This is an optimization exercise on Yosys and OpenROAD, whose aim is small area, not a production implementation.
Only simulation tests tie the RTL to the original design; equivalence was not proved.
Power is estimated from default activity; no workload was simulated.

===== flow/remap_2.abc =====
strash
dch -f
amap
strash
dch -f
amap
topo

===== flow/run.sh =====
#!/bin/bash
# Own layout flow: the standard flow, with four changes that cut cell area.
#  1. After the standard synthesis, the combinational cells between the flip-flops are re-mapped
#     by Yosys/ABC for area (flow/reopt.tcl tries flow/remap_*.abc and keeps the smallest).
#     Every flip-flop keeps its cell and its name.
#  2. Port buffers are buf_1 (BUFFER_PORTS_ARGS), not the larger cell buffer_ports picks itself.
#  3. The constant-0 outputs share one tie cell (SKIP_REPAIR_TIE_FANOUT) instead of one each.
#  4. Clock tree: clkbuf_2 buffers only, without sink clustering or dummy loads (CTS_ARGS).
# Each tool's full output goes to a log file in this folder.
set -euo pipefail
here=$(pwd)
res=$here/orfs/results/$FLOW_PLATFORM/clutchcamassy/base
YOSYS=${YOSYS_EXE:-$FLOW_HOME/../tools/install/yosys/bin/yosys}
[[ -x $YOSYS ]] || YOSYS=yosys

bash standard.sh synth > log_1_synth.txt 2>&1

cp $res/1_2_yosys.v $here/standard_synth.v
REOPT_IN=$here/standard_synth.v REOPT_OUT=$here/reopt.v REOPT_DIR=$here/flow \
  $YOSYS -c $here/flow/reopt.tcl > log_2_reopt.txt 2>&1
cp $here/reopt.v $res/1_2_yosys.v
touch $res/1_2_yosys.v
rm -f $res/1_synth.odb $res/1_synth.sdc

export SKIP_REPAIR_TIE_FANOUT=1
export BUFFER_PORTS_ARGS="-buffer_cell sky130_fd_sc_hd__buf_1"
export CTS_ARGS="-repair_clock_nets -root_buf sky130_fd_sc_hd__clkbuf_2 -buf_list sky130_fd_sc_hd__clkbuf_4 -dont_use_dummy_load"
bash standard.sh > log_3_layout.txt 2>&1

===== constraint.sdc =====
create_clock -name core_clock -period 35.0 [get_ports {clk}]
set_input_delay 7.0000 -clock core_clock [delete_from_list [all_inputs] [get_ports {clk}]]
set_output_delay 7.0000 -clock core_clock [all_outputs]
set_load 0.01 [all_outputs]

===== config.mk =====
export PLATFORM = sky130hd
export DESIGN_NAME = clutchcamassy
export DESIGN_NICKNAME = clutchcamassy
export VERILOG_FILES = /design/flow/design.v
export SDC_FILE = /design/flow/constraint.sdc
export NUM_CORES = 4
export LEC_CHECK = 0
export ABC_AREA = 1
export CAP_MARGIN = 20
export CORE_MARGIN = 2
export CORE_UTILIZATION = 40
export SLEW_MARGIN = 20

===== flow/reopt.tcl =====
# Re-map the combinational cells of the standard synthesis netlist for area. Every flip-flop
# instance is kept as it is (same cell, same name); only the logic between them is re-mapped.
# Several ABC scripts (flow/remap_*.abc) are tried and the smallest result is kept.
yosys -import
set lib $::env(FLOW_HOME)/platforms/sky130hd/lib/sky130_fd_sc_hd__tt_025C_1v80.lib
set in $::env(REOPT_IN)
set out $::env(REOPT_OUT)
set top $::env(FLOW_TOP)
read_liberty -ignore_miss_func $lib
read_verilog $in
hierarchy -top $top
setattr -mod -set keep_hierarchy 1 sky130_fd_sc_hd__df* sky130_fd_sc_hd__edf* sky130_fd_sc_hd__sdf*
flatten
opt_clean -purge
# keep the nets into the flip-flops' pins, so ABC treats them as outputs of the logic
yosys cd $top
setattr -set keep 1 t:sky130_fd_sc_hd__df* %x:+\[D\] t:sky130_fd_sc_hd__df* %d
yosys cd
design -save base

# the platform's don't-use cells (DONT_USE_CELLS in its config.mk) must not be mapped to
set dont_use {}
set f [open $::env(FLOW_HOME)/platforms/sky130hd/config.mk r]
set cfg [read $f]
close $f
if {[regexp {DONT_USE_CELLS \+= \\(.*?)\n\s*\n} $cfg -> block]} {
  foreach c [regexp -all -inline {sky130_fd_sc_hd__\w+} $block] { lappend dont_use -dont_use $c }
}
if {[llength $dont_use] < 20} { error "could not read the platform's don't-use cells" }
puts "REOPT dont_use: [expr {[llength $dont_use] / 2}] cells"

proc area_of {lib top} {
  set s [tee -q -s result.string stat -liberty $lib $top]
  if {[regexp {Chip area for module '\\[^']+': ([0-9.]+)} $s -> a]} { return $a }
  return 1e9
}

set best 1e9
set best_script ""
foreach script [lsort [glob $::env(REOPT_DIR)/remap_*.abc]] {
  design -load base
  abc -liberty $lib {*}$dont_use -script $script $top
  opt_clean -purge
  set a [area_of $lib $top]
  puts "REOPT [file tail $script]: $a"
  if {$a < $best} {
    set best $a
    set best_script $script
    design -save best
  }
}
puts "REOPT best: [file tail $best_script] $best"
design -load best
hilomap -singleton -hicell sky130_fd_sc_hd__conb_1 HI -locell sky130_fd_sc_hd__conb_1 LO
splitnets
opt_clean -purge
insbuf -buf sky130_fd_sc_hd__buf_4 A X
yosys rename -hide w:*.*
opt_clean -purge
tee -o reopt_stat.txt stat -liberty $lib
read_liberty -lib -overwrite $lib
check -assert
select $top
write_verilog -noattr -nohex -nodec -selected $out

===== design.v =====
module clutchcamassy(clk, rst, clch_latch, power, cont_angle, clch_angle, rc1, rc2, rc3, rc4, rc5, rc6, rc7, rc8, rc9, rc12, rl1, rl2, rl3, rl10, sccb);
input wire clk;
input wire rst;
input wire clch_latch;
input wire power;
output wire signed [31:0] cont_angle;
output wire signed [31:0] clch_angle;
output wire rc1, rc2, rc3, rc4, rc5, rc6, rc7, rc8, rc9, rc12;
output wire rl1, rl2, rl3, rl10, sccb;
  wire _0189_;
  wire _0190_;
  wire _0191_;
  wire _0192_;
  wire _0193_;
  wire _0194_;
  wire _0195_;
  wire _0196_;
  wire _0197_;
  wire _0198_;
  wire _0199_;
  wire _0200_;
  wire _0201_;
  wire _0202_;
  wire _0203_;
  wire _0204_;
  wire _0205_;
  wire _0206_;
  wire _0207_;
  wire _0208_;
  wire _0209_;
  wire _0210_;
  wire _0211_;
  wire _0212_;
  wire _0213_;
  wire _0214_;
  wire _0215_;
  wire _0216_;
  wire _0217_;
  wire _0218_;
  wire _0219_;
  wire _0220_;
  wire _0221_;
  wire _0222_;
  wire _0223_;
  wire _0224_;
  wire _0225_;
  wire _0226_;
  wire _0227_;
  wire _0228_;
  wire _0229_;
  wire _0230_;
  wire _0231_;
  wire _0232_;
  wire _0233_;
  wire _0234_;
  wire _0235_;
  wire _0236_;
  wire _0237_;
  wire _0238_;
  wire _0239_;
  wire _0240_;
  wire _0241_;
  wire _0242_;
  wire _0243_;
  wire _0244_;
  wire _0245_;
  wire _0246_;
  wire _0247_;
  wire _0248_;
  wire _0249_;
  wire _0250_;
  wire _0251_;
  wire _0252_;
  wire _0253_;
  wire _0254_;
  wire _0255_;
  wire _0256_;
  wire _0257_;
  wire _0258_;
  wire _0259_;
  wire _0260_;
  wire _0261_;
  wire _0262_;
  wire _0263_;
  wire _0264_;
  wire _0265_;
  wire _0266_;
  wire _0267_;
  wire _0268_;
  wire _0269_;
  wire _0270_;
  wire _0271_;
  wire _0272_;
  wire _0273_;
  wire _0274_;
  wire _0275_;
  wire _0276_;
  wire _0277_;
  wire _0278_;
  wire _0279_;
  wire _0280_;
  wire _0281_;
  wire _0282_;
  wire _0283_;
  wire _0284_;
  wire _0285_;
  wire _0286_;
  wire _0287_;
  wire _0288_;
  wire _0289_;
  wire _0290_;
  wire _0291_;
  wire _0292_;
  wire _0293_;
  wire _0294_;
  wire _0295_;
  wire _0296_;
  wire _0297_;
  wire _0298_;
  wire _0299_;
  wire _0300_;
  wire _0301_;
  wire _0302_;
  wire _0303_;
  wire _0304_;
  wire _0305_;
  wire _0306_;
  wire _0307_;
  wire _0308_;
  wire _0309_;
  wire _0310_;
  wire _0311_;
  wire _0312_;
  wire _0313_;
  wire _0314_;
  wire _0315_;
  wire _0316_;
  wire _0317_;
  wire _0318_;
  wire _0319_;
  wire _0320_;
  wire _0321_;
  wire _0322_;
  wire _0323_;
  wire _0324_;
  wire _0325_;
  wire _0326_;
  wire _0327_;
  wire _0328_;
  wire _0329_;
  wire _0330_;
  wire _0331_;
  wire _0332_;
  wire _0333_;
  wire _0334_;
  wire _0335_;
  wire _0336_;
  wire _0337_;
  wire _0338_;
  wire _0339_;
  wire _0340_;
  wire _0341_;
  wire _0342_;
  wire _0343_;
  wire _0344_;
  wire _0345_;
  wire _0346_;
  wire _0347_;
  wire _0348_;
  wire _0349_;
  wire _0350_;
  wire _0351_;
  wire _0352_;
  wire _0353_;
  wire _0354_;
  wire _0355_;
  wire _0356_;
  wire _0357_;
  wire _0358_;
  wire _0359_;
  wire _0360_;
  wire _0361_;
  wire _0362_;
  wire _0363_;
  wire _0364_;
  wire _0365_;
  wire _0366_;
  wire _0367_;
  wire _0368_;
  wire _0369_;
  wire _0370_;
  wire _0371_;
  wire _0372_;
  wire _0373_;
  wire _0374_;
  wire _0375_;
  wire _0376_;
  wire _0377_;
  wire _0378_;
  wire _0379_;
  wire _0380_;
  wire _0381_;
  wire _0382_;
  wire _0383_;
  wire _0384_;
  wire _0385_;
  wire _0386_;
  wire _0387_;
  wire _0388_;
  wire _0389_;
  wire _0390_;
  wire _0391_;
  wire _0392_;
  wire _0393_;
  wire _0394_;
  wire _0395_;
  wire _0396_;
  wire _0397_;
  wire _0398_;
  wire _0399_;
  wire _0400_;
  wire _0401_;
  wire _0402_;
  wire _0403_;
  wire _0404_;
  wire _0405_;
  wire _0406_;
  wire _0407_;
  wire _0408_;
  wire _0409_;
  wire _0410_;
  wire _0411_;
  wire _0412_;
  wire _0413_;
  wire _0414_;
  wire _0415_;
  wire _0416_;
  wire _0417_;
  wire _0418_;
  wire _0419_;
  wire _0420_;
  wire _0421_;
  wire _0422_;
  wire _0423_;
  wire _0424_;
  wire _0425_;
  wire _0426_;
  wire _0427_;
  wire _0428_;
  wire _0429_;
  wire _0430_;
  wire _0431_;
  wire _0432_;
  wire _0433_;
  wire _0434_;
  wire _0435_;
  wire _0436_;
  wire _0437_;
  wire _0438_;
  wire _0439_;
  wire _0440_;
  wire _0441_;
  wire _0442_;
  wire _0443_;
  wire _0444_;
  wire _0445_;
  wire _0446_;
  wire _0447_;
  wire _0448_;
  wire _0449_;
  wire _0450_;
  wire _0451_;
  wire _0452_;
  wire _0453_;
  wire _0454_;
  wire _0455_;
  wire _0456_;
  wire _0457_;
  wire _0458_;
  wire _0459_;
  wire _0460_;
  wire _0461_;
  wire _0462_;
  wire _0463_;
  wire _0464_;
  wire _0465_;
  wire _0466_;
  wire _0467_;
  wire _0468_;
  wire _0469_;
  wire _0470_;
  wire _0471_;
  wire _0472_;
  wire _0473_;
  wire _0474_;
  wire _0475_;
  wire _0476_;
  wire _0477_;
  wire _0478_;
  wire _0479_;
  wire _0480_;
  wire _0481_;
  wire _0482_;
  wire _0483_;
  wire _0484_;
  wire _0485_;
  wire _0486_;
  wire _0487_;
  wire _0488_;
  wire _0489_;
  wire _0490_;
  wire _0491_;
  wire _0492_;
  wire _0493_;
  wire _0494_;
  wire _0495_;
  wire _0496_;
  wire _0497_;
  wire _0498_;
  wire _0499_;
  wire _0500_;
  wire _0501_;
  wire _0502_;
  wire _0503_;
  wire _0504_;
  wire _0505_;
  wire _0506_;
  wire _0507_;
  wire _0508_;
  wire _0509_;
  wire _0510_;
  wire _0511_;
  wire _0512_;
  wire _0513_;
  wire _0514_;
  wire _0515_;
  wire _0516_;
  wire _0517_;
  wire _0518_;
  wire _0519_;
  wire _0520_;
  wire _0521_;
  wire _0522_;
  wire _0523_;
  wire _0524_;
  wire _0525_;
  wire _0526_;
  wire _0527_;
  wire _0528_;
  wire _0529_;
  wire _0530_;
  wire _0531_;
  wire _0532_;
  wire _0533_;
  wire _0534_;
  wire _0535_;
  wire _0536_;
  wire _0537_;
  wire _0538_;
  wire _0539_;
  wire _0540_;
  wire _0541_;
  wire _0542_;
  wire _0543_;
  wire _0544_;
  wire _0545_;
  wire _0546_;
  wire _0547_;
  wire _0548_;
  wire _0549_;
  wire _0550_;
  wire _0551_;
  wire _0552_;
  wire _0553_;
  wire _0554_;
  wire _0555_;
  wire _0556_;
  wire _0557_;
  wire _0558_;
  wire _0559_;
  wire _0560_;
  wire _0561_;
  wire _0562_;
  wire _0563_;
  wire _0564_;
  wire _0565_;
  wire _0566_;
  wire _0567_;
  wire _0568_;
  wire _0569_;
  wire _0570_;
  wire _0571_;
  wire _0572_;
  wire _0573_;
  wire _0574_;
  wire _0575_;
  wire _0576_;
  wire _0577_;
  wire _0578_;
  wire _0579_;
  wire _0580_;
  wire _0581_;
  wire _0582_;
  wire _0583_;
  wire _0584_;
  wire _0585_;
  wire _0586_;
  wire _0587_;
  wire _0588_;
  wire _0589_;
  wire _0590_;
  wire _0591_;
  wire _0592_;
  wire _0593_;
  wire _0594_;
  wire _0595_;
  wire _0596_;
  wire _0597_;
  wire _0598_;
  wire _0599_;
  wire _0600_;
  wire _0601_;
  wire _0602_;
  wire _0603_;
  wire _0604_;
  wire _0605_;
  wire _0606_;
  wire _0607_;
  wire _0608_;
  wire _0609_;
  wire _0610_;
  wire _0611_;
  wire _0612_;
  wire _0613_;
  wire _0614_;
  wire _0615_;
  wire _0616_;
  wire _0617_;
  wire _0618_;
  wire _0619_;
  wire _0620_;
  wire _0621_;
  wire _0622_;
  wire _0623_;
  wire _0624_;
  wire _0625_;
  wire _0626_;
  wire _0627_;
  wire _0628_;
  wire _0629_;
  wire _0630_;
  wire _0631_;
  wire _0632_;
  wire _0633_;
  wire _0634_;
  wire _0635_;
  wire _0636_;
  wire _0637_;
  wire _0638_;
  wire _0639_;
  wire _0640_;
  wire _0641_;
  wire _0642_;
  wire _0643_;
  wire _0644_;
  wire _0645_;
  wire _0646_;
  wire _0647_;
  wire _0648_;
  wire _0649_;
  wire _0650_;
  wire _0651_;
  wire _0652_;
  wire _0653_;
  wire _0654_;
  wire _0655_;
  wire _0656_;
  wire _0657_;
  wire _0658_;
  wire _0659_;
  wire _0660_;
  wire _0661_;
  wire _0662_;
  wire _0663_;
  wire _0664_;
  wire _0665_;
  wire _0666_;
  wire _0667_;
  wire _0668_;
  wire _0669_;
  wire _0670_;
  wire _0671_;
  wire _0672_;
  wire _0673_;
  wire _0674_;
  wire _0675_;
  wire _0676_;
  wire _0677_;
  wire _0678_;
  wire _0679_;
  wire _0680_;
  wire _0681_;
  wire _0682_;
  wire _0683_;
  wire _0684_;
  wire _0685_;
  wire _0686_;
  wire _0687_;
  wire _0688_;
  wire _0689_;
  wire _0690_;
  wire _0691_;
  wire _0692_;
  wire _0693_;
  wire _0694_;
  wire _0695_;
  wire _0696_;
  wire _0697_;
  wire _0698_;
  wire _0699_;
  wire _0700_;
  wire _0701_;
  wire _0702_;
  wire _0703_;
  wire _0704_;
  wire _0705_;
  wire _0706_;
  wire _0707_;
  wire _0708_;
  wire _0709_;
  wire _0710_;
  wire _0711_;
  wire _0712_;
  wire _0713_;
  wire _0714_;
  wire _0715_;
  wire _0716_;
  wire _0717_;
  wire _0718_;
  wire _0719_;
  wire _0720_;
  wire _0721_;
  wire _0722_;
  wire _0723_;
  wire _0724_;
  wire _0725_;
  wire _0726_;
  wire _0727_;
  wire _0728_;
  wire _0729_;
  wire _0730_;
  wire _0731_;
  wire _0732_;
  wire _0733_;
  wire _0734_;
  wire _0735_;
  wire _0736_;
  wire _0737_;
  wire _0738_;
  wire _0739_;
  wire _0740_;
  wire _0741_;
  wire _0742_;
  wire _0743_;
  wire _0744_;
  wire _0745_;
  wire _0746_;
  wire _0747_;
  wire _0748_;
  wire _0749_;
  wire _0750_;
  wire _0751_;
  wire _0752_;
  wire _0753_;
  wire _0754_;
  wire _0755_;
  wire _0756_;
  wire _0757_;
  wire _0758_;
  wire _0759_;
  wire _0760_;
  wire _0761_;
  wire _0762_;
  wire _0763_;
  wire _0764_;
  wire _0765_;
  wire _0766_;
  wire _0767_;
  wire _0768_;
  wire _0769_;
  wire _0770_;
  wire _0771_;
  wire _0772_;
  wire _0773_;
  wire _0774_;
  wire _0145_;
  wire _0146_;
  wire _0164_;
  wire _0168_;
  wire _0170_;
  wire _0172_;
  wire _0175_;
  wire _0180_;
  wire _0184_;
  wire _0186_;
  wire _0188_;
  reg cont_angle_reg_0;
  reg cont_angle_reg_1;
  reg cont_angle_reg_2;
  reg cx_reg_3;
  reg cx_reg_4;
  reg cx_reg_5;
  reg cx_reg_6;
  reg cx_reg_7;
  reg cx_reg_8;
  reg [1:0] kq;
  always @(posedge clk)
    cont_angle_reg_0 <= _0146_;
  always @(posedge clk)
    cont_angle_reg_1 <= _0145_;
  always @(posedge clk)
    cont_angle_reg_2 <= _0170_;
  always @(posedge clk)
    cx_reg_3 <= _0186_;
  always @(posedge clk)
    cx_reg_4 <= _0184_;
  always @(posedge clk)
    cx_reg_5 <= _0175_;
  always @(posedge clk)
    cx_reg_6 <= _0172_;
  always @(posedge clk)
    cx_reg_7 <= _0168_;
  always @(posedge clk)
    cx_reg_8 <= _0188_;
  always @(posedge clk)
    kq[0] <= _0164_;
  always @(posedge clk)
    kq[1] <= _0180_;
  assign _0189_ = ~cont_angle_reg_1;
  assign _0190_ = ~cont_angle_reg_0;
  assign _0194_ = _0292_ & _0293_;
  assign _0292_ = ~_0189_;
  assign _0293_ = ~_0190_;
  assign _0191_ = ~cx_reg_3;
  assign _0192_ = ~cx_reg_6;
  assign _0193_ = ~cx_reg_4;
  assign _0297_ = _0294_ | _0295_;
  assign _0195_ = _0297_ | _0296_;
  assign _0294_ = ~_0191_;
  assign _0295_ = ~_0192_;
  assign _0296_ = ~_0193_;
  assign _0301_ = _0298_ & _0299_;
  assign _0196_ = _0301_ & _0300_;
  assign _0298_ = ~cont_angle_reg_2;
  assign _0299_ = ~_0194_;
  assign _0300_ = ~_0195_;
  assign _0197_ = _0302_ & _0303_;
  assign _0302_ = ~cx_reg_6;
  assign _0303_ = ~cx_reg_5;
  assign _0307_ = _0304_ & _0305_;
  assign _0205_ = _0307_ & _0306_;
  assign _0304_ = ~kq[1];
  assign _0305_ = ~_0196_;
  assign _0306_ = ~_0197_;
  assign _0201_ = ~cx_reg_5;
  assign _0202_ = _0308_ | _0309_;
  assign _0308_ = ~cx_reg_3;
  assign _0309_ = ~cx_reg_4;
  assign _0198_ = ~cont_angle_reg_2;
  assign _0199_ = _0310_ & _0311_;
  assign _0310_ = ~cont_angle_reg_1;
  assign _0311_ = ~cont_angle_reg_0;
  assign _0200_ = _0312_ & _0313_;
  assign _0312_ = ~_0198_;
  assign _0313_ = ~_0199_;
  assign _0203_ = _0314_ | _0315_;
  assign _0314_ = ~cx_reg_4;
  assign _0315_ = ~_0200_;
  assign _0316_ = _0201_ & _0202_;
  assign _0204_ = _0316_ & _0203_;
  assign _0320_ = _0317_ & _0318_;
  assign _0206_ = _0320_ | _0319_;
  assign _0317_ = ~_0192_;
  assign _0318_ = ~_0204_;
  assign _0319_ = ~kq[0];
  assign rl2 = _0321_ & _0206_;
  assign _0321_ = ~_0205_;
  assign _0207_ = ~power;
  assign _0208_ = _0322_ & _0323_;
  assign _0322_ = ~_0190_;
  assign _0323_ = ~_0207_;
  assign _0330_ = _0324_ & _0325_;
  assign _0331_ = _0330_ & _0326_;
  assign _0332_ = _0327_ & _0328_;
  assign _0333_ = _0332_ & _0329_;
  assign _0146_ = _0331_ | _0333_;
  assign _0324_ = ~_0190_;
  assign _0325_ = ~rst;
  assign _0326_ = ~_0208_;
  assign _0327_ = ~_0207_;
  assign _0328_ = ~rst;
  assign _0329_ = ~_0208_;
  assign _0212_ = ~_0197_;
  assign _0338_ = _0334_ & _0335_;
  assign _0339_ = _0336_ & _0337_;
  assign _0209_ = _0338_ | _0339_;
  assign _0334_ = ~cont_angle_reg_2;
  assign _0335_ = ~cx_reg_3;
  assign _0336_ = ~cont_angle_reg_1;
  assign _0337_ = ~cx_reg_3;
  assign _0210_ = ~_0209_;
  assign _0211_ = _0340_ & _0341_;
  assign _0340_ = ~_0192_;
  assign _0341_ = ~_0201_;
  assign _0345_ = _0342_ & _0343_;
  assign _0213_ = _0345_ | _0344_;
  assign _0342_ = ~cx_reg_4;
  assign _0343_ = ~_0210_;
  assign _0344_ = ~_0211_;
  assign _0214_ = _0346_ | _0347_;
  assign _0346_ = ~_0212_;
  assign _0347_ = ~_0213_;
  assign rc6 = ~_0214_;
  assign _0215_ = ~_0194_;
  assign _0352_ = _0348_ & _0349_;
  assign _0353_ = _0350_ & _0351_;
  assign _0216_ = _0352_ | _0353_;
  assign _0348_ = ~_0198_;
  assign _0349_ = ~_0191_;
  assign _0350_ = ~_0215_;
  assign _0351_ = ~_0191_;
  assign _0360_ = _0354_ & _0355_;
  assign _0361_ = _0356_ & _0357_;
  assign _0362_ = _0358_ & _0359_;
  assign _0363_ = _0360_ | _0361_;
  assign rc3 = _0363_ | _0362_;
  assign _0354_ = ~cx_reg_4;
  assign _0355_ = ~rc6;
  assign _0356_ = ~_0216_;
  assign _0357_ = ~rc6;
  assign _0358_ = ~_0213_;
  assign _0359_ = ~rc6;
  assign _0367_ = _0364_ & _0365_;
  assign _0217_ = _0367_ & _0366_;
  assign _0364_ = ~cont_angle_reg_2;
  assign _0365_ = ~cx_reg_3;
  assign _0366_ = ~cx_reg_4;
  assign _0218_ = _0368_ | _0369_;
  assign _0368_ = ~_0201_;
  assign _0369_ = ~_0217_;
  assign _0374_ = _0370_ & _0371_;
  assign _0375_ = _0374_ & _0372_;
  assign _0223_ = _0375_ | _0373_;
  assign _0370_ = ~cont_angle_reg_1;
  assign _0371_ = ~cont_angle_reg_0;
  assign _0372_ = ~_0218_;
  assign _0373_ = ~cx_reg_6;
  assign _0376_ = _0191_ | _0193_;
  assign _0221_ = _0376_ | _0199_;
  assign _0219_ = _0377_ | _0378_;
  assign _0377_ = ~cont_angle_reg_2;
  assign _0378_ = ~cx_reg_3;
  assign _0220_ = _0379_ & _0380_;
  assign _0379_ = ~_0215_;
  assign _0380_ = ~_0219_;
  assign _0384_ = _0381_ & _0382_;
  assign _0222_ = _0384_ | _0383_;
  assign _0381_ = ~cx_reg_4;
  assign _0382_ = ~_0220_;
  assign _0383_ = ~cx_reg_8;
  assign _0388_ = _0385_ | _0386_;
  assign _0224_ = _0388_ | _0387_;
  assign _0385_ = ~_0221_;
  assign _0386_ = ~_0222_;
  assign _0387_ = ~rc3;
  assign rc9 = _0389_ | _0390_;
  assign _0389_ = ~_0223_;
  assign _0390_ = ~_0224_;
  assign _0225_ = _0391_ & _0392_;
  assign _0391_ = ~cx_reg_3;
  assign _0392_ = ~kq[1];
  assign _0226_ = _0393_ & _0394_;
  assign _0393_ = ~kq[0];
  assign _0394_ = ~_0225_;
  assign _0227_ = _0395_ & _0396_;
  assign _0395_ = ~cx_reg_4;
  assign _0396_ = ~_0226_;
  assign _0230_ = _0397_ | _0398_;
  assign _0397_ = ~_0201_;
  assign _0398_ = ~_0227_;
  assign _0228_ = ~kq[0];
  assign _0229_ = _0399_ & _0400_;
  assign _0399_ = ~kq[1];
  assign _0400_ = ~_0228_;
  assign _0231_ = ~_0229_;
  assign _0404_ = _0401_ & _0402_;
  assign _0232_ = _0404_ | _0403_;
  assign _0401_ = ~_0192_;
  assign _0402_ = ~_0230_;
  assign _0403_ = ~_0231_;
  assign _0409_ = _0405_ & _0406_;
  assign _0410_ = _0407_ & _0408_;
  assign clch_angle[6] = _0409_ | _0410_;
  assign _0405_ = ~_0192_;
  assign _0406_ = ~_0232_;
  assign _0407_ = ~_0230_;
  assign _0408_ = ~_0232_;
  assign _0233_ = _0411_ | _0412_;
  assign _0411_ = ~cont_angle_reg_1;
  assign _0412_ = ~_0208_;
  assign _0235_ = ~_0233_;
  assign _0234_ = ~_0211_;
  assign _0236_ = _0413_ & _0414_;
  assign _0413_ = ~_0203_;
  assign _0414_ = ~_0234_;
  assign _0237_ = _0415_ | _0416_;
  assign _0415_ = ~_0235_;
  assign _0416_ = ~_0236_;
  assign _0240_ = _0417_ & _0418_;
  assign _0417_ = ~cx_reg_3;
  assign _0418_ = ~_0237_;
  assign _0238_ = ~rst;
  assign _0239_ = _0419_ | _0420_;
  assign _0419_ = ~_0238_;
  assign _0420_ = ~_0237_;
  assign _0424_ = _0421_ & _0422_;
  assign _0241_ = _0424_ | _0423_;
  assign _0421_ = ~rst;
  assign _0422_ = ~_0225_;
  assign _0423_ = ~_0239_;
  assign _0428_ = _0425_ & _0426_;
  assign _0164_ = _0428_ | _0427_;
  assign _0425_ = ~_0228_;
  assign _0426_ = ~_0240_;
  assign _0427_ = ~_0241_;
  assign _0242_ = ~cx_reg_7;
  assign _0432_ = _0429_ & _0430_;
  assign _0243_ = _0432_ | _0431_;
  assign _0429_ = ~cx_reg_3;
  assign _0430_ = ~_0242_;
  assign _0431_ = ~cx_reg_8;
  assign _0244_ = _0433_ | _0434_;
  assign _0433_ = ~_0193_;
  assign _0434_ = ~_0243_;
  assign _0245_ = _0435_ & _0436_;
  assign _0435_ = ~cx_reg_5;
  assign _0436_ = ~_0244_;
  assign _0246_ = ~_0245_;
  assign _0441_ = _0437_ & _0438_;
  assign _0442_ = _0439_ & _0440_;
  assign cont_angle[6] = _0441_ | _0442_;
  assign _0437_ = ~cx_reg_6;
  assign _0438_ = ~_0246_;
  assign _0439_ = ~_0192_;
  assign _0440_ = ~_0245_;
  assign _0247_ = _0443_ & _0444_;
  assign _0443_ = ~cx_reg_4;
  assign _0444_ = ~_0212_;
  assign _0248_ = ~_0247_;
  assign _0249_ = _0445_ & _0446_;
  assign _0445_ = ~cx_reg_3;
  assign _0446_ = ~_0248_;
  assign _0451_ = _0447_ & _0448_;
  assign _0452_ = _0449_ & _0450_;
  assign cont_angle[7] = _0451_ | _0452_;
  assign _0447_ = ~_0242_;
  assign _0448_ = ~_0249_;
  assign _0449_ = ~cx_reg_8;
  assign _0450_ = ~_0248_;
  assign _0250_ = _0453_ & _0454_;
  assign _0453_ = ~_0198_;
  assign _0454_ = ~_0233_;
  assign _0251_ = _0455_ & _0456_;
  assign _0455_ = ~cx_reg_3;
  assign _0456_ = ~_0250_;
  assign _0252_ = _0457_ & _0458_;
  assign _0457_ = ~_0219_;
  assign _0458_ = ~_0233_;
  assign _0462_ = _0459_ & _0460_;
  assign _0186_ = _0462_ & _0461_;
  assign _0459_ = ~_0239_;
  assign _0460_ = ~_0251_;
  assign _0461_ = ~_0252_;
  assign _0253_ = _0463_ & _0464_;
  assign _0463_ = ~cx_reg_4;
  assign _0464_ = ~_0216_;
  assign _0468_ = _0465_ & _0466_;
  assign _0254_ = _0468_ | _0467_;
  assign _0465_ = ~_0193_;
  assign _0466_ = ~_0209_;
  assign _0467_ = ~_0197_;
  assign _0472_ = _0469_ & _0470_;
  assign rc7 = _0472_ | _0471_;
  assign _0469_ = ~_0234_;
  assign _0470_ = ~_0253_;
  assign _0471_ = ~_0254_;
  assign rc4 = _0473_ | _0474_;
  assign _0473_ = ~_0202_;
  assign _0474_ = ~rc7;
  assign _0255_ = _0475_ | _0476_;
  assign _0475_ = ~cx_reg_4;
  assign _0476_ = ~_0252_;
  assign _0480_ = _0477_ & _0478_;
  assign _0256_ = _0480_ | _0479_;
  assign _0477_ = ~cx_reg_4;
  assign _0478_ = ~_0252_;
  assign _0479_ = ~_0255_;
  assign _0184_ = _0481_ & _0482_;
  assign _0481_ = ~_0239_;
  assign _0482_ = ~_0256_;
  assign _0486_ = _0483_ & _0484_;
  assign cont_angle[4] = _0486_ | _0485_;
  assign _0483_ = ~_0193_;
  assign _0484_ = ~_0243_;
  assign _0485_ = ~_0244_;
  assign _0490_ = _0487_ | _0488_;
  assign _0257_ = _0490_ | _0489_;
  assign _0487_ = ~_0201_;
  assign _0488_ = ~_0217_;
  assign _0489_ = ~_0189_;
  assign _0497_ = _0491_ & _0492_;
  assign _0498_ = _0493_ & _0494_;
  assign _0499_ = _0495_ & _0496_;
  assign _0500_ = _0497_ | _0498_;
  assign _0258_ = _0500_ | _0499_;
  assign _0491_ = ~_0201_;
  assign _0492_ = ~_0223_;
  assign _0493_ = ~cx_reg_7;
  assign _0494_ = ~_0223_;
  assign _0495_ = ~_0253_;
  assign _0496_ = ~_0223_;
  assign _0506_ = _0501_ & _0502_;
  assign _0507_ = _0503_ & _0504_;
  assign _0508_ = _0506_ | _0507_;
  assign rc2 = _0508_ | _0505_;
  assign _0501_ = ~cx_reg_8;
  assign _0502_ = ~_0257_;
  assign _0503_ = ~_0201_;
  assign _0504_ = ~_0217_;
  assign _0505_ = ~_0258_;
  assign _0513_ = _0509_ & _0510_;
  assign _0514_ = _0511_ & _0512_;
  assign _0259_ = _0513_ | _0514_;
  assign _0509_ = ~cx_reg_4;
  assign _0510_ = ~_0227_;
  assign _0511_ = ~_0226_;
  assign _0512_ = ~_0227_;
  assign clch_angle[4] = _0515_ | _0516_;
  assign _0515_ = ~_0231_;
  assign _0516_ = ~_0259_;
  assign _0523_ = _0517_ & _0518_;
  assign _0524_ = _0523_ & _0519_;
  assign _0525_ = _0520_ & _0521_;
  assign _0526_ = _0525_ & _0522_;
  assign _0170_ = _0524_ | _0526_;
  assign _0517_ = ~_0198_;
  assign _0518_ = ~rst;
  assign _0519_ = ~_0250_;
  assign _0520_ = ~_0233_;
  assign _0521_ = ~rst;
  assign _0522_ = ~_0250_;
  assign _0531_ = _0527_ & _0528_;
  assign _0532_ = _0529_ & _0530_;
  assign _0260_ = _0531_ | _0532_;
  assign _0527_ = ~cont_angle_reg_2;
  assign _0528_ = ~_0201_;
  assign _0529_ = ~_0198_;
  assign _0530_ = ~cx_reg_5;
  assign _0261_ = ~kq[1];
  assign _0536_ = _0533_ | _0534_;
  assign _0262_ = _0536_ | _0535_;
  assign _0533_ = ~cx_reg_3;
  assign _0534_ = ~cx_reg_6;
  assign _0535_ = ~_0198_;
  assign _0537_ = cx_reg_3 & _0261_;
  assign _0538_ = _0537_ & _0262_;
  assign _0539_ = cx_reg_6 & _0261_;
  assign _0540_ = _0539_ & _0262_;
  assign _0541_ = _0260_ & _0261_;
  assign _0542_ = _0541_ & _0262_;
  assign _0543_ = _0538_ | _0540_;
  assign _0268_ = _0543_ | _0542_;
  assign _0547_ = _0544_ & _0545_;
  assign _0264_ = _0547_ | _0546_;
  assign _0544_ = ~_0212_;
  assign _0545_ = ~_0219_;
  assign _0546_ = ~kq[1];
  assign _0263_ = _0548_ | _0549_;
  assign _0548_ = ~_0212_;
  assign _0549_ = ~_0260_;
  assign _0554_ = _0550_ & _0551_;
  assign _0555_ = _0554_ & _0552_;
  assign _0265_ = _0555_ & _0553_;
  assign _0550_ = ~cont_angle_reg_1;
  assign _0551_ = ~cx_reg_3;
  assign _0552_ = ~_0211_;
  assign _0553_ = ~_0263_;
  assign _0562_ = _0556_ & _0557_;
  assign _0563_ = _0562_ & _0558_;
  assign _0564_ = _0559_ & _0560_;
  assign _0565_ = _0564_ & _0561_;
  assign _0269_ = _0563_ | _0565_;
  assign _0556_ = ~cont_angle_reg_1;
  assign _0557_ = ~_0193_;
  assign _0558_ = ~_0265_;
  assign _0559_ = ~_0264_;
  assign _0560_ = ~_0193_;
  assign _0561_ = ~_0265_;
  assign _0266_ = _0264_ | _0566_;
  assign _0566_ = ~_0189_;
  assign _0570_ = _0567_ & _0568_;
  assign _0267_ = _0570_ | _0569_;
  assign _0567_ = ~cx_reg_3;
  assign _0568_ = ~_0192_;
  assign _0569_ = ~cont_angle_reg_1;
  assign _0577_ = _0571_ & _0572_;
  assign _0578_ = _0573_ & _0574_;
  assign _0579_ = _0575_ & _0576_;
  assign _0580_ = _0577_ | _0578_;
  assign _0270_ = _0580_ | _0579_;
  assign _0571_ = ~_0266_;
  assign _0572_ = ~cx_reg_4;
  assign _0573_ = ~_0267_;
  assign _0574_ = ~cx_reg_4;
  assign _0575_ = ~_0263_;
  assign _0576_ = ~cx_reg_4;
  assign _0585_ = _0581_ & _0582_;
  assign _0586_ = _0585_ & _0583_;
  assign sccb = _0586_ & _0584_;
  assign _0581_ = ~kq[0];
  assign _0582_ = ~_0268_;
  assign _0583_ = ~_0269_;
  assign _0584_ = ~_0270_;
  assign clch_angle[1] = _0587_ | _0588_;
  assign _0587_ = ~_0189_;
  assign _0588_ = ~_0231_;
  assign _0592_ = _0589_ & _0590_;
  assign _0271_ = _0592_ | _0591_;
  assign _0589_ = ~cx_reg_8;
  assign _0590_ = ~_0242_;
  assign _0591_ = ~_0194_;
  assign _0597_ = _0593_ & _0594_;
  assign _0598_ = _0597_ & _0595_;
  assign _0273_ = _0598_ & _0596_;
  assign _0593_ = ~_0262_;
  assign _0594_ = ~_0271_;
  assign _0595_ = ~_0206_;
  assign _0596_ = ~clch_latch;
  assign _0602_ = _0599_ & _0600_;
  assign _0272_ = _0602_ & _0601_;
  assign _0599_ = ~_0262_;
  assign _0600_ = ~_0271_;
  assign _0601_ = ~_0206_;
  assign _0606_ = _0603_ & _0604_;
  assign _0274_ = _0606_ & _0605_;
  assign _0603_ = ~kq[1];
  assign _0604_ = ~_0240_;
  assign _0605_ = ~_0272_;
  assign _0615_ = _0607_ & _0608_;
  assign _0616_ = _0615_ & _0609_;
  assign _0617_ = _0616_ & _0610_;
  assign _0618_ = _0611_ & _0612_;
  assign _0619_ = _0618_ & _0613_;
  assign _0620_ = _0619_ & _0614_;
  assign _0180_ = _0617_ | _0620_;
  assign _0607_ = ~_0240_;
  assign _0608_ = ~rst;
  assign _0609_ = ~_0273_;
  assign _0610_ = ~_0274_;
  assign _0611_ = ~clch_angle[4];
  assign _0612_ = ~rst;
  assign _0613_ = ~_0273_;
  assign _0614_ = ~_0274_;
  assign clch_angle[2] = _0621_ & _0622_;
  assign _0621_ = ~_0198_;
  assign _0622_ = ~_0229_;
  assign _0627_ = _0623_ & _0624_;
  assign _0628_ = _0625_ & _0626_;
  assign rl10 = _0627_ | _0628_;
  assign _0623_ = ~kq[1];
  assign _0624_ = ~_0228_;
  assign _0625_ = ~_0214_;
  assign _0626_ = ~_0228_;
  assign _0632_ = _0629_ & _0630_;
  assign _0276_ = _0632_ | _0631_;
  assign _0629_ = ~kq[0];
  assign _0630_ = ~_0205_;
  assign _0631_ = ~_0231_;
  assign _0277_ = _0633_ & _0634_;
  assign _0633_ = ~cx_reg_6;
  assign _0634_ = ~_0257_;
  assign _0275_ = _0635_ & _0636_;
  assign _0635_ = ~_0194_;
  assign _0636_ = ~_0218_;
  assign _0641_ = _0637_ & _0638_;
  assign _0642_ = _0639_ & _0640_;
  assign _0278_ = _0641_ | _0642_;
  assign _0637_ = ~kq[0];
  assign _0638_ = ~_0223_;
  assign _0639_ = ~_0275_;
  assign _0640_ = ~_0223_;
  assign _0646_ = _0643_ & _0644_;
  assign rl1 = _0646_ & _0645_;
  assign _0643_ = ~_0276_;
  assign _0644_ = ~_0277_;
  assign _0645_ = ~_0278_;
  assign _0279_ = _0647_ & _0648_;
  assign _0647_ = ~_0201_;
  assign _0648_ = ~_0255_;
  assign _0280_ = _0649_ | _0650_;
  assign _0649_ = ~_0238_;
  assign _0650_ = ~_0279_;
  assign _0654_ = _0651_ & _0652_;
  assign _0172_ = _0654_ | _0653_;
  assign _0651_ = ~_0192_;
  assign _0652_ = ~_0239_;
  assign _0653_ = ~_0280_;
  assign clch_angle[0] = _0655_ | _0656_;
  assign _0655_ = ~_0190_;
  assign _0656_ = ~_0231_;
  assign _0281_ = _0657_ & _0658_;
  assign _0657_ = ~cont_angle_reg_1;
  assign _0658_ = ~_0208_;
  assign _0662_ = _0659_ & _0660_;
  assign _0145_ = _0662_ & _0661_;
  assign _0659_ = ~rst;
  assign _0660_ = ~_0281_;
  assign _0661_ = ~_0235_;
  assign _0667_ = _0663_ & _0664_;
  assign _0668_ = _0667_ | _0665_;
  assign clch_angle[5] = _0668_ | _0666_;
  assign _0663_ = ~_0201_;
  assign _0664_ = ~_0227_;
  assign _0665_ = ~_0230_;
  assign _0666_ = ~_0231_;
  assign _0282_ = _0669_ & _0670_;
  assign _0669_ = ~kq[1];
  assign _0670_ = ~_0249_;
  assign _0283_ = _0671_ & _0672_;
  assign _0671_ = ~kq[0];
  assign _0672_ = ~_0282_;
  assign _0677_ = _0673_ & _0674_;
  assign _0678_ = _0675_ & _0676_;
  assign clch_angle[8] = _0677_ | _0678_;
  assign _0673_ = ~kq[1];
  assign _0674_ = ~_0228_;
  assign _0675_ = ~_0247_;
  assign _0676_ = ~_0228_;
  assign clch_angle[7] = _0679_ & _0680_;
  assign _0679_ = ~_0283_;
  assign _0680_ = ~clch_angle[8];
  assign _0685_ = _0681_ & _0682_;
  assign _0686_ = _0683_ & _0684_;
  assign cont_angle[3] = _0685_ | _0686_;
  assign _0681_ = ~_0191_;
  assign _0682_ = ~cx_reg_7;
  assign _0683_ = ~cx_reg_3;
  assign _0684_ = ~_0242_;
  assign _0691_ = _0687_ & _0688_;
  assign _0692_ = _0689_ & _0690_;
  assign _0284_ = _0691_ | _0692_;
  assign _0687_ = ~_0201_;
  assign _0688_ = ~_0192_;
  assign _0689_ = ~_0221_;
  assign _0690_ = ~_0192_;
  assign _0697_ = _0693_ & _0694_;
  assign _0698_ = _0695_ & _0696_;
  assign rc1 = _0697_ | _0698_;
  assign _0693_ = ~cont_angle_reg_2;
  assign _0694_ = ~_0202_;
  assign _0695_ = ~_0249_;
  assign _0696_ = ~_0284_;
  assign cont_angle[8] = _0699_ & _0700_;
  assign _0699_ = ~cx_reg_8;
  assign _0700_ = ~_0247_;
  assign _0705_ = _0701_ & _0702_;
  assign _0706_ = _0703_ & _0704_;
  assign _0285_ = _0705_ | _0706_;
  assign _0701_ = ~cx_reg_3;
  assign _0702_ = ~_0244_;
  assign _0703_ = ~cx_reg_7;
  assign _0704_ = ~_0244_;
  assign _0710_ = _0707_ & _0708_;
  assign cont_angle[5] = _0710_ | _0709_;
  assign _0707_ = ~_0201_;
  assign _0708_ = ~_0285_;
  assign _0709_ = ~_0246_;
  assign _0286_ = _0711_ & _0712_;
  assign _0711_ = ~_0242_;
  assign _0712_ = ~_0237_;
  assign _0287_ = _0713_ & _0714_;
  assign _0713_ = ~cx_reg_8;
  assign _0714_ = ~_0239_;
  assign _0719_ = _0715_ & _0716_;
  assign _0720_ = _0717_ & _0718_;
  assign _0188_ = _0719_ | _0720_;
  assign _0715_ = ~_0238_;
  assign _0716_ = ~_0287_;
  assign _0717_ = ~_0286_;
  assign _0718_ = ~_0287_;
  assign _0288_ = _0721_ | _0722_;
  assign _0721_ = ~cx_reg_4;
  assign _0722_ = ~_0216_;
  assign _0728_ = _0723_ & _0724_;
  assign _0729_ = _0725_ & _0726_;
  assign _0730_ = _0728_ | _0729_;
  assign rc12 = _0730_ | _0727_;
  assign _0723_ = ~_0210_;
  assign _0724_ = ~_0248_;
  assign _0725_ = ~_0192_;
  assign _0726_ = ~_0288_;
  assign _0727_ = ~_0234_;
  assign _0737_ = _0731_ & _0732_;
  assign _0738_ = _0733_ & _0734_;
  assign _0739_ = _0735_ & _0736_;
  assign _0740_ = _0737_ | _0738_;
  assign _0289_ = _0740_ | _0739_;
  assign _0731_ = ~_0235_;
  assign _0732_ = ~cx_reg_7;
  assign _0733_ = ~_0236_;
  assign _0734_ = ~cx_reg_7;
  assign _0735_ = ~cx_reg_8;
  assign _0736_ = ~cx_reg_7;
  assign _0744_ = _0741_ & _0742_;
  assign _0168_ = _0744_ & _0743_;
  assign _0741_ = ~rst;
  assign _0742_ = ~_0289_;
  assign _0743_ = ~_0286_;
  assign rc8 = _0745_ & _0746_;
  assign _0745_ = ~_0197_;
  assign _0746_ = ~_0236_;
  assign _0753_ = _0747_ & _0748_;
  assign _0754_ = _0753_ & _0749_;
  assign _0755_ = _0750_ & _0751_;
  assign _0756_ = _0755_ & _0752_;
  assign _0175_ = _0754_ | _0756_;
  assign _0747_ = ~_0201_;
  assign _0748_ = ~_0239_;
  assign _0749_ = ~_0279_;
  assign _0750_ = ~_0255_;
  assign _0751_ = ~_0239_;
  assign _0752_ = ~_0279_;
  assign _0290_ = _0757_ & _0758_;
  assign _0757_ = ~_0225_;
  assign _0758_ = ~_0229_;
  assign _0762_ = _0759_ & _0760_;
  assign clch_angle[3] = _0762_ | _0761_;
  assign _0759_ = ~_0191_;
  assign _0760_ = ~_0261_;
  assign _0761_ = ~_0290_;
  assign _0291_ = _0195_ | _0200_;
  assign _0769_ = _0763_ & _0764_;
  assign _0770_ = _0765_ & _0766_;
  assign _0771_ = _0767_ & _0768_;
  assign _0772_ = _0769_ | _0770_;
  assign rl3 = _0772_ | _0771_;
  assign _0763_ = ~kq[1];
  assign _0764_ = ~_0276_;
  assign _0765_ = ~_0212_;
  assign _0766_ = ~_0276_;
  assign _0767_ = ~_0291_;
  assign _0768_ = ~_0276_;
  assign rc5 = _0773_ & _0774_;
  assign _0773_ = ~cx_reg_8;
  assign _0774_ = ~_0214_;
  assign clch_angle[31:9] = 23'h000000;
  assign { cont_angle[31:9], cont_angle[2:0] } = { 23'h000000, cont_angle_reg_2, cont_angle_reg_1, cont_angle_reg_0 };
endmodule

===== flow/remap_5.abc =====
strash
dch -f
amap
strash
dch -f
amap
strash
dch -f
amap
strash
dch -f
amap
strash
dch -f
amap
topo

===== flow/remap_3.abc =====
strash
dch -f
amap
strash
dch -f
amap
strash
dch -f
amap
topo

===== flow/remap_6.abc =====
strash
dch -f
amap
strash
dch -f
amap
strash
dch -f
amap
strash
dch -f
amap
strash
dch -f
amap
strash
dch -f
amap
topo

===== standard.sh =====
#!/bin/bash
# synth_recipe.tcl (not shown) runs the flow's synth.tcl, then flattens the netlist and writes it again
# the make line also repeats each setting of config.mk as NAME=value (left out here)
make -C /OpenROAD-flow-scripts/flow DESIGN_CONFIG=/design/flow/config.mk WORK_HOME=/design/flow/orfs CLKGATE_MAP_FILE= SYNTH_SCRIPT=/design/flow/synth_recipe.tcl "${@:-finish}"

===== flow/remap_4.abc =====
strash
dch -f
amap
strash
dch -f
amap
strash
dch -f
amap
strash
dch -f
amap
topo

===== flow/remap_1.abc =====
strash
dch -f
amap
topo

==> flow_summary.ini, run 1 <==
[outcome]
status = timing/DRC/antenna clean

[clock_network]
ctsResizeCount = 0
tritoncts = done
cts-root-buf = clkbuf_2
htree_levels = 1
clockBufferDepth = 2
clk_pin_slew_worst_paths_ns = 0.12
insertion_delay_ns = 0.28
cts_buffers = 3
cts_num_sinks = 11
post-cts-setup-buffers = 0
hold_buffers = 0

[placement]
hpwl_um = 2430
gp_congestion = 0.968
numPortBuffers = 36

[setup_path]
worstPathArrival_ns = 2.25
critical_path.slowest_cell = dfxtp_1
cp_max_fo = 10
crit_required_ns = 28.00
start_kind = register
critical_path_class = reg -> out
path_cells = clkinv_1, o32ai_1, a21oi_1, a2111oi_0, buf_1
cp_slowest_stage_delay_ns = 0.56
end_kind = primary output

[floorplanning]
die_area_mm2 = 0.00359
die_y_um = 60.0
core_mm2 = 0.00300
row_count = 20
die_w_um = 60.0
io_pins = 83
initial_core_util = 0.417

[grt]
grt-ovfl-total = 0
grt_max_degree = 47
grt_pass1_wl_um = 5000
gr-usage-all-layers = 0.184
grt_pass1_vias = 1073
antenna_found_initial = 0

[job]
maxCapViolations = 0

[power]
vdd_drop_max_uv = 11.6
powerDensity_mw_per_mm2 = 22.2
p_leak_nw = 0.358

[sta]
setup_tns_ns = 0
period_share = 0.264
final_hold_viol_count = 0
min_period_ns = 9.25
hold-worst-slack_ns = 0.532
fmax_mhz = 108
rsz0062_at_grt = false
setup_viol = 0
clock_skew_ns = 0.0185
maxSlewViolCount = 0

[finish]
multi_input_area_um2 = 604
fillers = 338
drive_gt1_frac = 0.0157
seqCellArea_um2 = 220
final_nets = 197
antenna_cells = 0
area_growth_pct = -13.5

[routing]
post_drt_via_cell_ratio = 5.56
drt-pass1-iter-count = 5
drt_iter0_markers = 190
remaining_drc_errors = 0
avgRoutedWirePerCell_um = 14.3
postRouteAntennaNets = 0
wl_um = 3210
via_count = 1246

[logic_synthesis]
synth_fp_nets = 204
netlist_instances = 200
avgSynthCellArea_um2 = 6.26
syn_area_mm2 = 0.00125
yosys_warnings = 1

[worst_hold_path]
hp-class = reg -> reg
[final timing paths]
kind / startpoint / endpoint / slack (ns) / depth (start not counted)
max reg2reg: cont_angle_reg_2 / kq[1] / 32.83 / 9
min reg2reg: cont_angle_reg_0 / cont_angle_reg_0 / 0.53 / 2
min: cont_angle_reg_0 / cont_angle_reg_0 / 0.53 / 2
max: cx_reg_6 / sccb / 25.75 / 5
[flip-flops by register name, summed over array words and instances (netlist names)]
| register | flops |
|---|---|
| cx_reg_8 | 1 |
| cx_reg_7 | 1 |
| cx_reg_6 | 1 |
| cont_angle_reg_1 | 1 |
| cx_reg_5 | 1 |
| cx_reg_4 | 1 |
| cont_angle_reg_0 | 1 |
| cx_reg_3 | 1 |
| cont_angle_reg_2 | 1 |
| kq | 2 |
[report_power, final]
group	switching, W	internal (W)
Clock	0.00000454	0.00000234
Combinational	0.00000348	0.000000629
Sequential	0.000000310	0.0000127
Total	0.00000833	0.0000157
[critical path, delay by kind of cell (launching register included)]
kind | cells | cell delay (ns)
compound gates | 3 | 0.87
flops | 1 | 0.56
buf+inv | 2 | 0.54
[cells in the final DEF (no fill, tap or decap)]
cell type and count:
a2111oi_0 1, a211oi_1 4, a21oi_1 12, a22oi_1 1, a31oi_1 5, buf_1 36
clkbuf_2 3, clkinv_1 18, conb_1 1, dfxtp_1 11, nand2_1 19, nand2b_1 1
nand3_1 2, nor2_1 37, nor3_1 9, nor4_1 2, o2111ai_1 1, o211ai_1 2
o21ai_0 15, o221ai_1 1, o22ai_1 4, o32a_1 1, o32ai_1 2, or2_0 1
or3_1 2
[per-layer routing]
layer	routed length (um)	up-vias	global-route usage
met5	0	-	0
met1	1240	521	0.226
met3	355	13	0.0195
met4	111	0	0.0857
met2	1500	89	0.318
li1	-	623	-
[stage by stage]
| stage | util | instances | power (W) | area, um^2 | setup WS (ns) |
|---|---|---|---|---|---|
| finish | 0.361 | 224 | 0.0000240 | 1080 | 25.75 |
| global route | 0.361 | 224 | 0.0000249 | 1080 | 25.53 |
| CTS | 0.361 | 224 | 0.0000238 | 1080 | 25.80 |
| detailed placement | 0.356 | 221 | 0.0000173 | 1070 | 26.13 |
| global placement | 0.356 | 221 | 0.0000174 | 1070 | 26.04 |
| floorplan | - | 200 | 0.0000206 | 1250 | 26.28 |
[area by class of cell]
type,instances,share of cell area
Clock buffer,3,0.0139
Inverter,18,0.0624
Multi-Input combinational cell,123,0.558
Sequential cell,11,0.203
Tap cell,33,0.0381
Timing Repair Buffer,36,0.125
==> run 2: changes to the inputs <==
--- a/flow/run.sh
+++ b/flow/run.sh
@@ -24,5 +24,5 @@
 
 export SKIP_REPAIR_TIE_FANOUT=1
 export BUFFER_PORTS_ARGS="-buffer_cell sky130_fd_sc_hd__buf_1"
-export CTS_ARGS="-repair_clock_nets -root_buf sky130_fd_sc_hd__clkbuf_2 -buf_list sky130_fd_sc_hd__clkbuf_4 -dont_use_dummy_load"
+export CTS_ARGS="-repair_clock_nets -buf_list sky130_fd_sc_hd__clkbuf_2 -dont_use_dummy_load"
 bash standard.sh > log_3_layout.txt 2>&1
==> run 2 against run 1 <==
Compared with the run above: via count unchanged; critical path depth unchanged; flip-flop and latch count unchanged; still clean on timing, DRC and antenna; core utilization unchanged; first-iteration DRC count unchanged; die area unchanged; worst setup slack unchanged; final area unchanged; critical endpoint unchanged; synthesized cell count unchanged.
==> flow_summary.ini, run 2 <==
[clock_network]
insertion_delay_ns = 0.28
tritoncts = done
ctsResizeCount = 0
hold_buffers = 0
cts-root-buf = clkbuf_2
clockBufferDepth = 2
htree_levels = 1
cts_buffers = 3
clk_pin_slew_worst_paths_ns = 0.12
post-cts-setup-buffers = 0
cts_num_sinks = 11

[floorplanning]
die_w_um = 60.0
core_mm2 = 0.00300
initial_core_util = 0.417
io_pins = 83
die_y_um = 60.0
row_count = 20
die_area_mm2 = 0.00359

[placement]
placed_area_mm2 = 0.00107
hpwl_um = 2430
numPortBuffers = 36
gp_congestion = 0.968

[sta]
maxSlewViolCount = 0
setup_viol = 0
period_share = 0.264
rsz0062_at_grt = false
setup_tns_ns = 0
final_hold_viol_count = 0
min_period_ns = 9.25
fmax_mhz = 108
clock_skew_ns = 0.0185

[logic_synthesis]
syn_area_mm2 = 0.00125
yosys_warnings = 1
netlist_instances = 200
synth_fp_nets = 204
avgSynthCellArea_um2 = 6.26

[worst_hold_path]
hold_start = cont_angle_reg_0
hp-class = reg -> reg
min_path_cells = 2

[routing]
wl_um = 3210
postRouteAntennaNets = 0
avgRoutedWirePerCell_um = 14.3
via_count = 1246
drt-pass1-iter-count = 5
remaining_drc_errors = 0
post_drt_via_cell_ratio = 5.56
drt_iter0_markers = 190

[setup_path]
end_kind = primary output
path_cells = clkinv_1, o32ai_1, a21oi_1, a2111oi_0, buf_1
crit_required_ns = 28.00
worstPathArrival_ns = 2.25
cp_slowest_stage_delay_ns = 0.56
cp.buffers_inverters = 2
cp_top_family = compound AO/OA/AOI/OAI gates
cp.depth = 5
critical_path_class = reg -> out
critical_path.slowest_cell = dfxtp_1
critPathLaunch = cx_reg_6
r2r_start = cont_angle_reg_2
cp_max_fo = 10
rr_worst_depth = 9
start_kind = register

[job]
maxCapViolations = 0

[power]
vdd_drop_max_uv = 11.6
power_w = 0.0000240
powerDensity_mw_per_mm2 = 22.2
p_leak_nw = 0.358

[finish]
drive_gt1_frac = 0.0157
fillers = 338
antenna_cells = 0
largest_reg_flops = 2
design_area_mm2 = 0.00108
top_register = kq
area_growth_pct = -13.5
layout_commonest_cell = nor2_1
final_cell_mix = nor2_1 (37), buf_1 (36), nand2_1 (19)
fin_util = 0.361
final_nets = 197

[grt]
grt_pass1_wl_um = 5000
gr-usage-all-layers = 0.184
antenna_found_initial = 0
grt_max_degree = 47
grt-ovfl-total = 0
grt_pass1_vias = 1073

[outcome]
status = timing/DRC/antenna clean
-- run 2: tightest hold or removal path, cell delays in order, from the launching register on --
cell and delay [ns]:
dfxtp_1 0.34, clkinv_1 0.08, a211oi_1 0.07
-- run 2: power by group --
part	internal [W]	switching, W	total [W]
clock	0.00000234	0.00000454	0.00000687
sequential	0.0000127	0.000000310	0.0000130
combinational	0.000000629	0.00000348	0.00000411
total	0.0000157	0.00000833	0.0000240
-- run 2: layout make-up --
type	count	area (um^2)	share of cell area
flip-flops and latches	11	220	0.203
repair buffers	36	135	0.125
well taps	33	41.3	0.0381
clock buffers	3	15.0	0.0139
inverters	18	67.6	0.0624
multi-input cells	123	604	0.558
-- run 2: per-layer routing --
metal | GRT usage | wire length, um | part of all wire
met1 | 0.226 | 1240 | 0.39
met2 | 0.318 | 1500 | 0.47
met3 | 0.0195 | 355 | 0.11
met4 | 0.0857 | 111 | 0.035
met5 | 0 | 0 | 0
-- run 2: worst paths after layout --
check / to / slack, ns
setup / recovery: sccb / 25.75
hold / removal: cont_angle_reg_0 / 0.53
hold reg to reg: cont_angle_reg_0 / 0.53
setup reg to reg: kq[1] / 32.83
-- run 2: per-stage QoR --
| step | hold slack, ns | setup slack (ns) | instances |
|---|---|---|---|
| finish | 0.532 | 25.75 | 224 |
| CTS | 0.530 | 25.80 | 224 |
| global route | 0.569 | 25.53 | 224 |
| floorplan | 0.479 | 26.28 | 200 |
| global placement | 0.512 | 26.04 | 221 |
| detailed placement | 0.514 | 26.13 | 221 |
==> run 3: changes to the inputs <==
--- a/flow/run.sh
+++ b/flow/run.sh
@@ -24,5 +24,5 @@
 
 export SKIP_REPAIR_TIE_FANOUT=1
 export BUFFER_PORTS_ARGS="-buffer_cell sky130_fd_sc_hd__buf_1"
-export CTS_ARGS="-repair_clock_nets -buf_list sky130_fd_sc_hd__clkbuf_2 -dont_use_dummy_load"
+export CTS_ARGS="-sink_clustering_enable -sink_clustering_size 12 -sink_clustering_max_diameter 1000 -sink_clustering_levels 1 -repair_clock_nets -buf_list sky130_fd_sc_hd__clkbuf_4 -dont_use_dummy_load"
 bash standard.sh > log_3_layout.txt 2>&1
==> run 3 against run 2 <==
Compared with the run above: clock skew is 0.0045 ns lower; final cell count stayed put; wire length is 0.16% lower; core utilization is 0.25 points higher; sequential power hardly changed; hold slack worse by 0.0057 ns; combinational power hardly changed; fmax is 0.25% higher; die area stayed put; final area is 0.69% higher; critical path type unchanged; largest power group unchanged.
==> flow_summary.ini, run 3 <==
[floorplanning]
die_y_um = 60.0
die_w_um = 60.0
row_count = 20
initial_core_util = 0.417
core_mm2 = 0.00300
io_pins = 83
die_area_mm2 = 0.00359

[sta]
min_period_ns = 9.23
setup_viol = 0
maxSlewViolCount = 0
setup_tns_ns = 0
final_hold_viol_count = 0
clock_skew_ns = 0.0140
rsz0062_at_grt = false
fmax_mhz = 108
period_share = 0.264

[finish]
fin_util = 0.363
design_area_mm2 = 0.00109
final_nets = 197
largest_reg_flops = 2
top_register = kq
antenna_cells = 0
layout_commonest_cell = nor2_1
final_cell_mix = nor2_1 (37), buf_1 (36), nand2_1 (19)
area_growth_pct = -12.9
drive_gt1_frac = 0.0157

[clock_network]
tritoncts = done
hold_buffers = 0
cts-root-buf = clkbuf_4
cts_buffers = 3
ctsResizeCount = 0
insertion_delay_ns = 0.28
htree_levels = 1
post-cts-setup-buffers = 0
clockBufferDepth = 2
cts_num_sinks = 11
clk_pin_slew_worst_paths_ns = 0.08

[logic_synthesis]
netlist_instances = 200
synth_fp_nets = 204
syn_area_mm2 = 0.00125
avgSynthCellArea_um2 = 6.26
yosys_warnings = 1

[placement]
hpwl_um = 2430
gp_congestion = 0.968
placed_area_mm2 = 0.00107
numPortBuffers = 36

[setup_path]
critical_path_class = reg -> out
crit_required_ns = 28.00
cp_slowest_stage_delay_ns = 0.54
rr_worst_depth = 9
cp_max_fo = 10
end_kind = primary output
worstPathArrival_ns = 2.23
start_kind = register
critical_path.slowest_cell = dfxtp_1
path_cells = clkinv_1, o32ai_1, a21oi_1, a2111oi_0, buf_1
r2r_slack_ns = 32.86

[routing]
avgRoutedWirePerCell_um = 14.3
remaining_drc_errors = 0
drt-pass1-iter-count = 5
wl_um = 3200
drt_iter0_markers = 200
postRouteAntennaNets = 0
post_drt_via_cell_ratio = 5.53
via_count = 1239

[worst_hold_path]
hp-class = reg -> reg
min_path_cells = 2

[job]
maxCapViolations = 0

[outcome]
status = timing/DRC/antenna clean

[power]
vdd_drop_max_uv = 13.6
p_leak_nw = 0.359
powerDensity_mw_per_mm2 = 23.4

[grt]
antenna_found_initial = 0
grt_pass1_vias = 1073
grt-ovfl-total = 0
grt_max_degree = 47
grt_pass1_wl_um = 5000
gr-usage-all-layers = 0.184
## run 3: area by class of cell
cell class | count | area [um^2]
multi-input cells | 123 | 604
repair buffers | 36 | 135
inverters | 18 | 67.6
flip-flops and latches | 11 | 220
clock buffers | 3 | 22.5
well taps | 33 | 41.3
fillers | 338 | 1910
## run 3: worst max-delay path, delay by kind of cell (launching register included)
| kind | cells | cell delay [ns] |
|---|---|---|
| compound gates | 3 | 0.87 |
| buf+inv | 2 | 0.54 |
| flops | 1 | 0.54 |
## run 3: metrics by stage
| stage | hold slack [ns] | cells | setup WS [ns] | power, W |
|---|---|---|---|---|
| 2_1_floorplan | 0.479 | 200 | 26.28 | 0.0000206 |
| 3_3_place_gp | 0.512 | 221 | 26.04 | 0.0000174 |
| 3_5_place_dp | 0.514 | 221 | 26.13 | 0.0000173 |
| 4_1_cts | 0.523 | 224 | 25.81 | 0.0000255 |
| 5_1_grt | 0.563 | 224 | 25.55 | 0.0000266 |
| 6_report | 0.526 | 224 | 25.77 | 0.0000255 |
## run 3: final timing paths
path | from | end
setup / recovery | cx_reg_6 | sccb
hold / removal | cont_angle_reg_0 | cont_angle_reg_0
setup reg to reg | cont_angle_reg_2 | kq[1]
hold reg to reg | cont_angle_reg_0 | cont_angle_reg_0
## run 3: per-layer routing
| metal | wire length (um) | share of wire | global-route usage |
|---|---|---|---|
| met4 | 108 | 0.034 | 0.0857 |
| met1 | 1270 | 0.40 | 0.226 |
| met3 | 341 | 0.11 | 0.0195 |
| met2 | 1480 | 0.46 | 0.318 |
| met5 | 0 | 0 | 0 |
## run 3: power breakdown
part           leakage (nW)  internal, W  switching, W
clock network        0.0138   0.00000398    0.00000442
logic                 0.256  0.000000629    0.00000349
registers            0.0891    0.0000127   0.000000311
total                 0.359    0.0000173    0.00000822

-- separate check: timing with driven ports --
In the flow no input, the clock included, has a driving cell. The finished layouts below were timed again as built, in two steps. Step 1 (the two cells are an assumption about what drives the block):
set clk [get_ports {clk}]
set_driving_cell -lib_cell sky130_fd_sc_hd__clkbuf_16 $clk
set_driving_cell -lib_cell sky130_fd_sc_hd__buf_2 [delete_from_list [all_inputs] $clk]
Step 2 times the ports against the registers' clock, not the clock port: input delays grow and output delays shrink by t, the midpoint of the rising clock arrivals with the driver on. Three values: no drivers, after step 1, after step 2; two values: the first two.
run	shift t [ns]	slack for setup (ns)	worst register clock-pin slew, ns
run 1	0.290	25.751 / 25.730 / 26.020	0.12 / 0.12
run 2	0.290	25.751 / 25.730 / 26.020	0.12 / 0.12
run 3	0.294	25.774 / 25.752 / 26.046	0.08 / 0.08
After both steps setup and hold are still met in every run listed.
